Source: an optimization exercise on an open RTL-to-GDS flow (aim: small area, a short achievable clock period and few clock cycles per item). Production flows keep margins and buffers that such runs may drop. The RTL was checked by simulation tests, not by an equivalence proof against the original design. Power and IR drop assume default switching activity.

==> flow/design.v <==
`timescale 1ns / 1ps
module restoringDividerFinal (
    input  logic        clk,
    input  logic        rst,
    input  logic        start,
    input  logic        toggle,
    input  logic        push,
    input  logic [15:0] user_input,
    output logic        valid,
    output logic [6:0]  seg,
    output logic [7:0]  an,
    output logic [15:0] quotient,
    output logic [15:0] remainder
);
    function automatic logic [3:0] msb_pos(input logic [15:0] v);
        logic [7:0] v8;
        logic [3:0] v4;
        logic [1:0] v2;
        msb_pos[3] = |v[15:8];
        v8 = msb_pos[3] ? v[15:8] : v[7:0];
        msb_pos[2] = |v8[7:4];
        v4 = msb_pos[2] ? v8[7:4] : v8[3:0];
        msb_pos[1] = |v4[3:2];
        v2 = msb_pos[1] ? v4[3:2] : v4[1:0];
        msb_pos[0] = v2[1];
    endfunction
    logic [15:0] divisor, dividend;
    logic [3:0]  pb, pa;            
    always_ff @(posedge clk or posedge rst) begin
        if (rst) begin
            divisor  <= 16'd0;
            dividend <= 16'd0;
            pb       <= 4'd0;
            pa       <= 4'd0;
        end else if (push) begin
            if (toggle) begin
                divisor <= user_input;
                pb      <= msb_pos(user_input);
            end else begin
                dividend <= user_input;
                pa       <= msb_pos(user_input);
            end
        end
    end
    logic [15:0] rem_reg;           
    logic [15:0] quo_reg;           
    logic        abit;              
    logic [3:0]  count;             
    logic        busy;
    logic [3:0]  m;                 
    logic        zero_q;            
    logic [15:0] init_rem;
    always_comb begin
        logic [4:0]  bw;            
        logic [15:0] sh;
        bw[0] = 1'b0;
        for (int i = 0; i < 4; i++) begin
            m[i]    = pa[i] ^ pb[i] ^ bw[i];
            bw[i+1] = (~pa[i] & pb[i]) | (~(pa[i] ^ pb[i]) & bw[i]);
        end
        zero_q = bw[4] || (divisor == 16'd0);
        sh = {1'b0, dividend[15:1]};
        if (m[0]) sh = {1'b0, sh[15:1]};
        if (m[1]) sh = {2'b0, sh[15:2]};
        if (m[2]) sh = {4'b0, sh[15:4]};
        if (m[3]) sh = {8'b0, sh[15:8]};
        init_rem = zero_q ? dividend : sh;
    end
    logic [16:0] shifted;
    logic [16:0] borrow;            
    logic [15:0] rem_sub;           
    logic        qbit;
    logic [3:0]  next_index;
    always_comb begin
        logic [16:0] g, t;
        shifted = {rem_reg, abit};
        g = ~shifted & {1'b0, divisor};       
        t = ~shifted | {1'b0, divisor};       
        for (int d = 1; d < 17; d = d * 2) begin
            for (int i = 16; i >= d; i--) begin
                g[i] = g[i] | (t[i] & g[i-d]);
                t[i] = t[i] & t[i-d];
            end
        end
        borrow     = {g[15:0], 1'b0};
        qbit       = ~g[16];
        rem_sub    = shifted[15:0] ^ ({16{qbit}} & (divisor ^ borrow[15:0]));
        next_index = busy ? count - 4'd1 : m;
    end
    always_ff @(posedge clk) begin
        if (busy) begin
            rem_reg <= rem_sub;
            quo_reg <= {quo_reg[14:0], qbit};
            count   <= count - 4'd1;
        end else begin
            rem_reg <= init_rem;
            quo_reg <= 16'd0;
            count   <= m;
        end
        abit <= dividend[next_index];
    end
    always_ff @(posedge clk or posedge rst) begin
        if (rst) begin
            busy  <= 1'b0;
            valid <= 1'b0;
        end else if (busy) begin
            busy  <= (count != 4'd0);
            valid <= (count == 4'd0);
        end else begin
            busy  <= start && !zero_q;
            valid <= start && zero_q;
        end
    end
    assign remainder = rem_reg;
    assign quotient  = quo_reg;
    logic [31:0] shown;                 
    logic [3:0]  div_count;             
    logic        phase;
    logic        scan_tick;             
    logic [7:0]  an_next;
    logic [3:0]  digit_next;
    logic [6:0]  seg_next;
    always_comb begin
        logic [3:0] new_digit, old_digit;
        an_next   = scan_tick ? {an[6:0], an[7]} : an;
        new_digit = 4'd0;
        old_digit = 4'd0;
        for (int i = 0; i < 4; i++) begin
            new_digit = new_digit | (remainder[i*4 +: 4] & {4{~an_next[i]}})
                                  | (quotient[i*4 +: 4]  & {4{~an_next[i+4]}});
            old_digit = old_digit | (shown[i*4 +: 4]      & {4{~an_next[i]}})
                                  | (shown[i*4+16 +: 4]   & {4{~an_next[i+4]}});
        end
        digit_next = valid ? new_digit : old_digit;
        case (digit_next)
            4'h0: seg_next = 7'b1000000;
            4'h1: seg_next = 7'b1111001;
            4'h2: seg_next = 7'b0100100;
            4'h3: seg_next = 7'b0110000;
            4'h4: seg_next = 7'b0011001;
            4'h5: seg_next = 7'b0010010;
            4'h6: seg_next = 7'b0000010;
            4'h7: seg_next = 7'b1111000;
            4'h8: seg_next = 7'b0000000;
            4'h9: seg_next = 7'b0011000;
            4'hA: seg_next = 7'b0001000;
            4'hB: seg_next = 7'b0000011;
            4'hC: seg_next = 7'b1000110;
            4'hD: seg_next = 7'b0100001;
            4'hE: seg_next = 7'b0000110;
            default: seg_next = 7'b0001110;
        endcase
    end
    always_ff @(posedge clk or posedge rst) begin
        if (rst) begin
            shown     <= 32'd0;
            div_count <= 4'd0;
            phase     <= 1'b0;
            scan_tick <= 1'b0;
            an        <= 8'b11111110;
            seg       <= 7'b1000000;
        end else begin
            if (valid) shown <= {quotient, remainder};
            if (div_count == 4'd10) begin
                div_count <= 4'd0;
                phase     <= ~phase;
            end else begin
                div_count <= div_count + 4'd1;
            end
            scan_tick <= (div_count == 4'd9) && !phase;
            an  <= an_next;
            seg <= seg_next;
        end
    end
endmodule
Settings: LEC_CHECK=0, ABC_AREA=1, CAP_MARGIN=20, CORE_MARGIN=2, CORE_UTILIZATION=60, SETUP_SLACK_MARGIN=2.0, SLEW_MARGIN=20; clock period 4.0 ns.
run.sh (not shown) runs the stock make flow with config.mk's settings and CLKGATE_MAP_FILE= SYNTH_SCRIPT=/design/flow/synth_recipe.tcl, a recipe that flattens the netlist after the stock synthesis.
The baseline ran to the end with no violations.
Testbench counts at the start, summed over its fixed seeds: cycles 12,627, items 2,400.
Change:
==> flow/flow/run.sh (new file) <==
#!/bin/bash
# The standard ORFS flow (standard.sh) with two changes:
#  - synthesis does not extract full/half adder cells (ABC maps that logic)
#  - port buffers are buf_1 cells (the resizer upsizes those that timing needs)
# make's full output goes to flow.log; ORFS keeps each step's log under orfs/logs.
bash standard.sh ADDER_MAP_FILE= "BUFFER_PORTS_ARGS=-buffer_cell sky130_fd_sc_hd__buf_1" finish > flow.log 2>&1
==> flow/standard.sh (new file) <==
#!/bin/bash
# synth_recipe.tcl (not shown) runs the flow's synth.tcl, then flattens the netlist and writes it again
# the make line also repeats each setting of config.mk as NAME=value (left out here)
make -C /OpenROAD-flow-scripts/flow DESIGN_CONFIG=/design/flow/config.mk WORK_HOME=/design/flow/orfs CLKGATE_MAP_FILE= SYNTH_SCRIPT=/design/flow/synth_recipe.tcl "${@:-finish}"
- ABC_AREA: 1 -> not set
- SETUP_SLACK_MARGIN: 2.0 -> 1.8
removed: flow/run.sh
After rerunning:
- clock power went up by about 9%
- power went up by about 3%
- sequential cell count stays the same
- clock skew barely changes
Change:
- ABC_AREA: not set -> 1
- SETUP_SLACK_MARGIN: 1.8 -> 2.2
After rerunning: Area after synthesis rises by about 10%; setup slack is better by 0.62 ns; clock power rises by about 5%; combinational power rises by about 30%; sequential power falls by 14%; synthesized cell count rises by 74%; global-route usage rises by 3.2 points; sequential cell count is unchanged; via count rises by 42%; power rises by 12%; first-iteration DRC count rises by 23%.
Change:
==> flow/run.sh (new file) <==
#!/bin/bash
# synth_recipe.tcl (not shown) runs the flow's synth.tcl, then flattens the netlist and writes it again
# the make line also repeats each setting of config.mk as NAME=value (left out here)
make -C /OpenROAD-flow-scripts/flow DESIGN_CONFIG=/design/flow/config.mk WORK_HOME=/design/flow/orfs CLKGATE_MAP_FILE= SYNTH_SCRIPT=/design/flow/synth_recipe.tcl finish
- ABC_AREA: 1 -> not set
- SETUP_SLACK_MARGIN: 2.2 -> 1.8
removed: flow/flow/run.sh
removed: flow/standard.sh
What happened: The changed run went through all stages and came out clean. Area after synthesis went down by about 9%. Cell area goes down by 7.6%. First-iteration DRC count shrinks by about 44%. Via count drops by about 30%. Maximum frequency falls by 26%. Register-to-register slack degrades by 0.75 ns. Worst setup slack got worse by 0.75 ns. Non-clock buffer count decreases by 24. Wire length decreases by about 20%.
Change:
==> flow/flow/run.sh (new file) <==
#!/bin/bash
# The standard ORFS flow (standard.sh) with two changes:
#  - synthesis does not extract full/half adder cells (ABC maps that logic)
#  - port buffers are buf_1 cells (the resizer upsizes those that timing needs)
# make's full output goes to flow.log; ORFS keeps each step's log under orfs/logs.
bash standard.sh ADDER_MAP_FILE= "BUFFER_PORTS_ARGS=-buffer_cell sky130_fd_sc_hd__buf_1" finish > flow.log 2>&1
==> flow/standard.sh (new file) <==
#!/bin/bash
# synth_recipe.tcl (not shown) runs the flow's synth.tcl, then flattens the netlist and writes it again
# the make line also repeats each setting of config.mk as NAME=value (left out here)
make -C /OpenROAD-flow-scripts/flow DESIGN_CONFIG=/design/flow/config.mk WORK_HOME=/design/flow/orfs CLKGATE_MAP_FILE= SYNTH_SCRIPT=/design/flow/synth_recipe.tcl "${@:-finish}"
- ABC_AREA: not set -> 1
- SETUP_SLACK_MARGIN: 1.8 -> 2.0
removed: flow/run.sh
=>
- total power falls by 9.6%
- core utilization is lower by 14 points
- cell area decreases by 7.8%
- hold slack is worse by 0.23 ns
- die area is higher by 9.5%
- sequential cell count is unchanged
- register-to-register slack is better by 0.86 ns
- wire length decreases by 7.2%

==> what the ideal ports hide <==
In the flow no input, the clock included, has a driving cell. The finished layouts below were timed again as built, in two steps.
Step 1, drivers: a clkbuf_16 drives clk and a buf_2 each remaining input, both assumed.
Step 2 times the ports against the registers' clock, not the clock port: input delays grow and output delays shrink by t, the midpoint of the rising clock arrivals with the driver on.
Slacks: no drivers / after step 1 / after step 2; pairs: no drivers / after step 1.
run | t (ns) | setup WS [ns] | cell pins on the clock port's net
the first run | 0.463 | 1.383 / 1.383 / 1.383 | 1
the second run | 0.464 | 1.291 / 1.291 / 1.192 | 1
the third run | 0.474 | 1.910 / 1.910 / 1.682 | 1
the fourth run | 0.470 | 1.159 / 1.159 / 1.159 | 1
the fifth run | 0.466 | 2.023 / 1.995 / 1.684 | 1
After both steps setup and hold are still met in every run listed. For the fifth run, which loses most, drivers alone change the setup slack by -0.028 ns; drivers and shift together by -0.339 ns.
